Context: an optimization exercise on an open-source flow, tuned for small area, a short achievable clock period and few clock cycles per item. The choices shown serve that exercise and are no tape-out recipe. No functional check of the RTL was part of this run.

## flow/run.sh

```bash
#!/bin/bash
set -euo pipefail
export BUFFER_PORTS_ARGS="-buffer_cell sky130_fd_sc_hd__buf_1"
export SETUP_SLACK_MARGIN=6.5
bash standard.sh finish > flow.log 2>&1
```

## standard.sh

```bash
#!/bin/bash
# synth_recipe.tcl (not shown) runs the flow's synth.tcl, then flattens the netlist and writes it again
# the make line also repeats each setting of config.mk as NAME=value (left out here)
make -C /OpenROAD-flow-scripts/flow DESIGN_CONFIG=/design/flow/config.mk WORK_HOME=/design/flow/orfs CLKGATE_MAP_FILE= SYNTH_SCRIPT=/design/flow/synth_recipe.tcl "${@:-finish}"
```

## config.mk

```make
export PLATFORM = sky130hd
export DESIGN_NAME = huffman_top
export DESIGN_NICKNAME = huffman_top
export VERILOG_FILES = /design/flow/design.v
export SDC_FILE = /design/flow/constraint.sdc
export NUM_CORES = 4
export LEC_CHECK = 0
export CAP_MARGIN = 20
export CORE_MARGIN = 2
export CORE_UTILIZATION = 40
export CTS_BUF_LIST = sky130_fd_sc_hd__clkbuf_8
export SLEW_MARGIN = 20
```

## constraint.sdc

```tcl
create_clock -name core_clock -period 10.0 [get_ports {clk}]
set_input_delay 2.0000 -clock core_clock [delete_from_list [all_inputs] [get_ports {clk}]]
set_output_delay 2.0000 -clock core_clock [all_outputs]
set_load 0.01 [all_outputs]
```

## design.v

```verilog
module huffman_top (
    input         clk,
    input         reset,
    input         gray_valid,
    input  [7:0]  gray_data,
    output        CNT_valid,
    output [47:0] CNT,
    output        code_valid,
    output [47:0] HC,
    output [47:0] M
);
reg        vld, srt, mrg, clr, cnt_v, code_v, gm;
reg  [4:1] F;
always @(posedge clk or posedge reset) begin
    if (reset) begin
        vld <= 1'b0; srt <= 1'b0; mrg <= 1'b0; clr <= 1'b1;
        F <= 4'b0; cnt_v <= 1'b0; code_v <= 1'b0; gm <= 1'b0;
    end else begin
        vld    <= gray_valid;
        cnt_v  <= vld && !gray_valid;
        code_v <= mrg && !F[1];
        clr    <= mrg && !F[1];
        if (vld && !gray_valid) begin
            srt <= 1'b1;
            gm  <= 1'b0;
            F   <= 4'b1111;
        end else if (srt || mrg) begin
            if (!F[1]) begin
                srt <= 1'b0;
                if (srt) gm <= 1'b1;
                mrg <= srt;
                F   <= {4{srt}};
            end else
                F <= {1'b0, F[4:2]};
        end
    end
end
reg  [6:0] R [0:5];
wire [6:0] X = (clr ? 7'd0 : R[0]) + (mrg ? R[1] : 7'd0);
wire [6:0] r1c = gm ? R[1] : 7'd0;
function lt3(input [6:0] a, input [6:0] c, input [6:0] r);
    reg [6:0] s, k;
    reg [7:0] t;
    begin
        s = a ^ c ^ ~r;
        k = (a & c) | (a & ~r) | (c & ~r);
        t = {1'b0, s} + {k[5:0], 1'b0};
        lt3 = k[6] | t[7];
    end
endfunction
wire [7:0] b;
assign b[0] = 1'b0;
assign b[1] = srt && (F[1] || R[1] < R[0]);
assign b[2] = (srt && F[2]) || lt3(R[0], r1c, R[2]);
assign b[3] = (srt && F[3]) || lt3(R[0], r1c, R[3]);
assign b[4] = (srt && F[4]) || lt3(R[0], r1c, R[4]);
assign b[5] = lt3(R[0], r1c, R[5]);
assign b[6] = 1'b0;
assign b[7] = 1'b0;
wire [5:0] inc;
genvar g;
generate for (g = 0; g < 6; g = g + 1) begin : sym
    assign inc[g] = gray_valid && (gray_data[2:0] == ((g == 5) ? 3'd1 : g + 2));
end endgenerate
integer m;
reg [6:0] r1, r2, ra, rb, ones;
reg       s1, s0;
always @(posedge clk) begin
    for (m = 0; m < 6; m = m + 1) begin
        r1 = (m < 5) ? R[m + 1] : 7'd127;
        r2 = (m < 4) ? R[m + 2] : 7'd127;
        ra = srt ? r1 : r2;
        ones = {&R[m][5:0], &R[m][4:0], &R[m][3:0], &R[m][2:0], &R[m][1:0], R[m][0], 1'b1};
        rb = mrg ? r1 : R[m] ^ (ones & {7{inc[m]}});
        s1 = (srt && b[m + 1]) || (mrg && b[m + 2]);
        s0 = (srt && b[m]) || (mrg && b[m + 1]) || ((srt || mrg) && m == 0) || clr;
        R[m] <= s1 ? ra : s0 ? X : rb;
    end
end
wire [7:0] bb = {b[7:1], 1'b1};
wire [5:0] A, B, C, Q;
genvar j;
generate for (j = 0; j < 6; j = j + 1) begin : pos
    assign A[j] = srt && j > 0 && !b[j];
    assign B[j] = (srt && b[j + 1]) || (mrg && j > 0 && !b[j + 1]);
    assign C[j] = mrg && b[j + 2];
    assign Q[j] = srt ? (bb[j] && !b[j + 1]) : ((j == 0 || b[j + 1]) && !b[j + 2]);
end endgenerate
localparam [35:0] OHINIT = {6'b010000, 6'b001000, 6'b000100, 6'b000010, 6'b000001, 6'b100000};
reg  [5:0] oh [0:5];
reg  [2:0] ln [0:5];    
reg  [4:0] hc [0:5];
function [5:0] jhot(input [2:0] j);     
    jhot = {j[2] & !j[1], j[1] & !j[0], j[2] & j[0], !j[2] & j[1], !j[1] & j[0], !j[2] & !j[0]};
endfunction
integer k;
reg [7:0] o;
reg [5:0] lh;
reg       mv, inv, one;
always @(posedge clk) begin
    for (k = 0; k < 6; k = k + 1) begin
        o = {2'b00, oh[k]};
        mv = (srt && o[0]) || (mrg && (o[0] || o[1]));
        oh[k] <= (o[5:0] & A) | (o[6:1] & B) | (o[7:2] & C) | ({6{mv}} & Q)
               | ({6{!srt && !mrg}} & OHINIT[6 * k +: 6]);
        inv = mrg && (o[0] || o[1]);
        one = mrg && o[0];
        ln[k] <= ({3{mrg & !inv}} & ln[k]) | ({3{inv}} & {ln[k][1:0], !ln[k][2]});
        lh = jhot(ln[k]);
        hc[k] <= ({5{mrg}} & hc[k]) | ({5{one}} & lh[4:0]);
    end
end
assign CNT_valid  = cnt_v;
assign code_valid = code_v;
assign CNT = {1'b0, R[5], 1'b0, R[0], 1'b0, R[1], 1'b0, R[2], 1'b0, R[3], 1'b0, R[4]};
assign HC  = {3'b0, hc[0], 3'b0, hc[1], 3'b0, hc[2], 3'b0, hc[3], 3'b0, hc[4], 3'b0, hc[5]};
function [7:0] mask(input [2:0] j);
    mask = {3'b0, j[2] & !j[1], j[2] & !j[0], j[2], j[2] | j[1], 1'b1};
endfunction
assign M   = {mask(ln[0]), mask(ln[1]), mask(ln[2]), mask(ln[3]), mask(ln[4]), mask(ln[5])};
endmodule
```

==> impl_metrics.json <==
{
  "rsz0062_at_grt": "true",
  "cts_buffer_depth": 2,
  "hp-start": "hc[3][0]",
  "crit_path_cell_trace": "nand2_2 > inv_2 > fa_1 > ha_1 > a211oi_1 > nand2_1 > a2111oi_4 > buf_4 > nor2_4 > a221o_2 > a2111oi_4 > a221oi_1",
  "core_sq_um": 21800,
  "cts_tree": "yes",
  "clock_latency_ns": 0.45,
  "hpwlAfterDp_um": 17200,
  "postSynthAreaPerCell_sq_um": 8.11,
  "hold_depth": 2,
  "die_width_um": 153,
  "start_util": 0.407,
  "grt_overflow": 0,
  "regArea_sq_um": 2810,
  "final_cell_mix": "nor2_1 (121), dfxtp_1 (119), buf_1 (102)",
  "worst-setup-path-type": "flip-flop to flip-flop",
  "rows": 54,
  "port_buffers": 103,
  "drv_slew": 0,
  "grt_antenna_before_repair": 0,
  "worstRegToRegCells": 12,
  "routedWlPerCell_um": 16.8,
  "grt.total_usage": 0.206,
  "cp.required_ns": 10.33,
  "drt-initial-drc-count": 585,
  "worst_setup_path_start_kind": "flip-flop",
  "firstDrtPassIters": 5,
  "yosysSeqAreaShare": 0.315,
  "vias": 8010,
  "worst_setup_path_end_kind": "flip-flop",
  "yosysTopAreaCellShare": 0.284,
  "grt_use_met3": 0.0380,
  "post-route-period-util": 0.337,
  "maxSlewHeadroom": 0.433,
  "slowest_stage": "a221o_2",
  "min_to": "hc[3][0]",
  "path_depth": 12,
  "synthFlopType": "dfxtp_1",
  "cp_top_family": "compound AO/OA/AOI/OAI gates",
  "synthesis.area_sq_um": 8880,
  "grt_pass1_wl_um": 39400,
  "fmax_ghz": 0.297,
  "use_met2": 0.338,
  "dp_cells": 1423,
  "ys_types": 69,
  "grt_pass1_vias": 7279,
  "cts_buffers": 17,
  "wl_um": 24800,
  "n_fill_cell": 2183,
  "vias_per_cell": 5.42,
  "grt_busiest_layer": "met2",
  "cts.clk_slew.worst_paths_ns": 0.08,
  "synth_edf_count": 0,
  "regToRegSetupSlack_ns": 6.63,
  "htree_levels": 4,
  "drive_above_1_share": 0.102,
  "cts_root_buf": "clkbuf_8",
  "cp_num_buf_inv": 2,
  "ioPinCount": 157,
  "finalHoldViolCount": 0,
  "mostFrequentLayoutCell": "nor2_1",
  "async_flop_share": 0.0803,
  "status": "no timing/DRC/antenna violations",
  "max_stage_delay_ns": 0.49,
  "setup_viol": 0,
  "cp.arrival_ns": 3.70,
  "final_cells": 1477,
  "route.detailed.drc": 0,
  "diodes": 0,
  "ys.warnings.count": 5,
  "synth-seq-cells": 137,
  "syn2layout_area_growth_pct": 12.7,
  "ant_nets": 0,
  "cp_max_fo": 8,
  "cts_sinks": 137,
  "multiInputGateArea_sq_um": 5510,
  "synth_cells": 1095,
  "synth_area_leader_cell": "dfxtp_1",
  "cpMostUsedCell": "a2111oi_4",
  "grt_max_degree": 64,
  "dieArea_sq_um": 23400,
  "hp-class": "flip-flop to flip-flop",
  "globalplace.congestion": 0.867,
  "period_needed_ns": 3.37,
  "rr_endpoint": "R[3][0]",
  "final.setup.tns_ns": 0,
  "fin_nets": 1258,
  "grt_use_met1": 0.283,
  "die_h_um": 153,
  "drv_cap": 0,
  "fin_skew_ns": 0.0110,
  "yosys-top-cells-area": "dfxtp_1 (28%), fa_1 (5.6%), ha_1 (5.4%), nor2_1 (5.2%), o21ai_0 (5.0%)",
  "r2r-start": "gm",
  "tightest_slew_ns": 0.845
}
[area by class of cell]
| cell class | instances | area share |
|---|---|---|
| clock inverter | 12 | 0.0115 |
| inverter | 83 | 0.0315 |
| timing repair buffer | 131 | 0.0627 |
| multi-input combinational | 814 | 0.551 |
| sequential | 137 | 0.281 |
| clock buffer | 20 | 0.0275 |
| tap | 280 | 0.0350 |
[worst register-to-register path, stage by stage (launching register included)]
cell and delay (ns):
dfrtp_2 0.47, nand2_2 0.13, inv_2 0.08, fa_1 0.44, ha_1 0.33, a211oi_1 0.21
nand2_1 0.17, a2111oi_4 0.29, buf_4 0.19, nor2_4 0.07, a221o_2 0.49, a2111oi_4 0.29
a221oi_1 0.10
[per-stage QoR]
stage | hold slack, ns | worst slack, ns | cell area (sq um) | utilization
4_1_cts | 0.476 | 6.47 | 9670 | 0.443
2_1_floorplan | 0.453 | 6.69 | 9060 | -
3_3_place_gp | 0.446 | 5.98 | 9220 | 0.422
3_5_place_dp | 0.455 | 5.94 | 9220 | 0.422
5_1_grt | 0.490 | 6.46 | 10000 | 0.459
6_report | 0.470 | 6.63 | 10000 | 0.459
[metal layers]
metal | part of all wire | vias to the layer above
li1 | - | 3949
met1 | 0.46 | 3785
met2 | 0.47 | 249
met3 | 0.049 | 27
met4 | 0.015 | 0
met5 | 0 | -
[logic make-up after synthesis]
group / synth area share
AO/OA/AOI/OAI: 0.248
AND/OR/NAND/NOR: 0.157
other: 0.000845
flip-flops: 0.315
buffers and inverters: 0.106
multiplexers: 0.0228
XOR/XNOR: 0.0394
adder cells (fa/ha/maj): 0.111
[repair_timing]
action                     CTS  global route
pin swaps                    1             8
hold buffers                 0             0
cloned                       0             2
setup buffers                1            19
setup endpoints to repair   55            59
gates resized for setup     19            36
[registers in the layout, indices dropped and copies added, names as in the netlist, 4 cells and up]
signal,count
ln,18
R,42
hc,30
F,4
oh,36
[worst max path at each step]
stage	from	to
floorplan	gray_data[2]	R[1][6]
global placement	gray_valid	R[5][4]
detailed placement	gray_valid	R[5][4]
CTS	R[1][6]	R[3][0]
global route	gm	R[2][4]
finish	gm	R[3][0]
[synth_stat cells (25+ instances only)]
| master | n |
|---|---|
| ha_1 | 38 |
| fa_1 | 25 |
| clkbuf_1 | 27 |
| nand2_1 | 85 |
| a21oi_1 | 77 |
| inv_1 | 81 |
| a31oi_1 | 34 |
| nor2_1 | 124 |
| dfxtp_1 | 126 |
| o21ai_0 | 88 |
| xnor2_1 | 32 |
| buf_4 | 55 |

## re-timing with driven ports
No port has a modelled driver above. Below, the same layout with a new extraction and two added sets of constraints. Step 1 assumes that a clkbuf_16 drives the clock port and a buf_2 every other input. Step 2 adds t to the input delays and takes it off the output delays; t is the mean of the earliest and latest rising clock arrival at the registers after step 1. Input paths then give back, and output paths get back, about the clock's delay inside the block. a / b / c = no drivers / after step 1 / after step 2; a / b = the first two.
shift t [ns]: 0.490
setup WS [ns]: 6.632 / 6.619 / 6.230
cell pins on the clock port's net: 1
After both steps this run still meets setup and hold. The setup slack of this run moves by -0.013 ns with the drivers and by -0.402 ns with both steps.
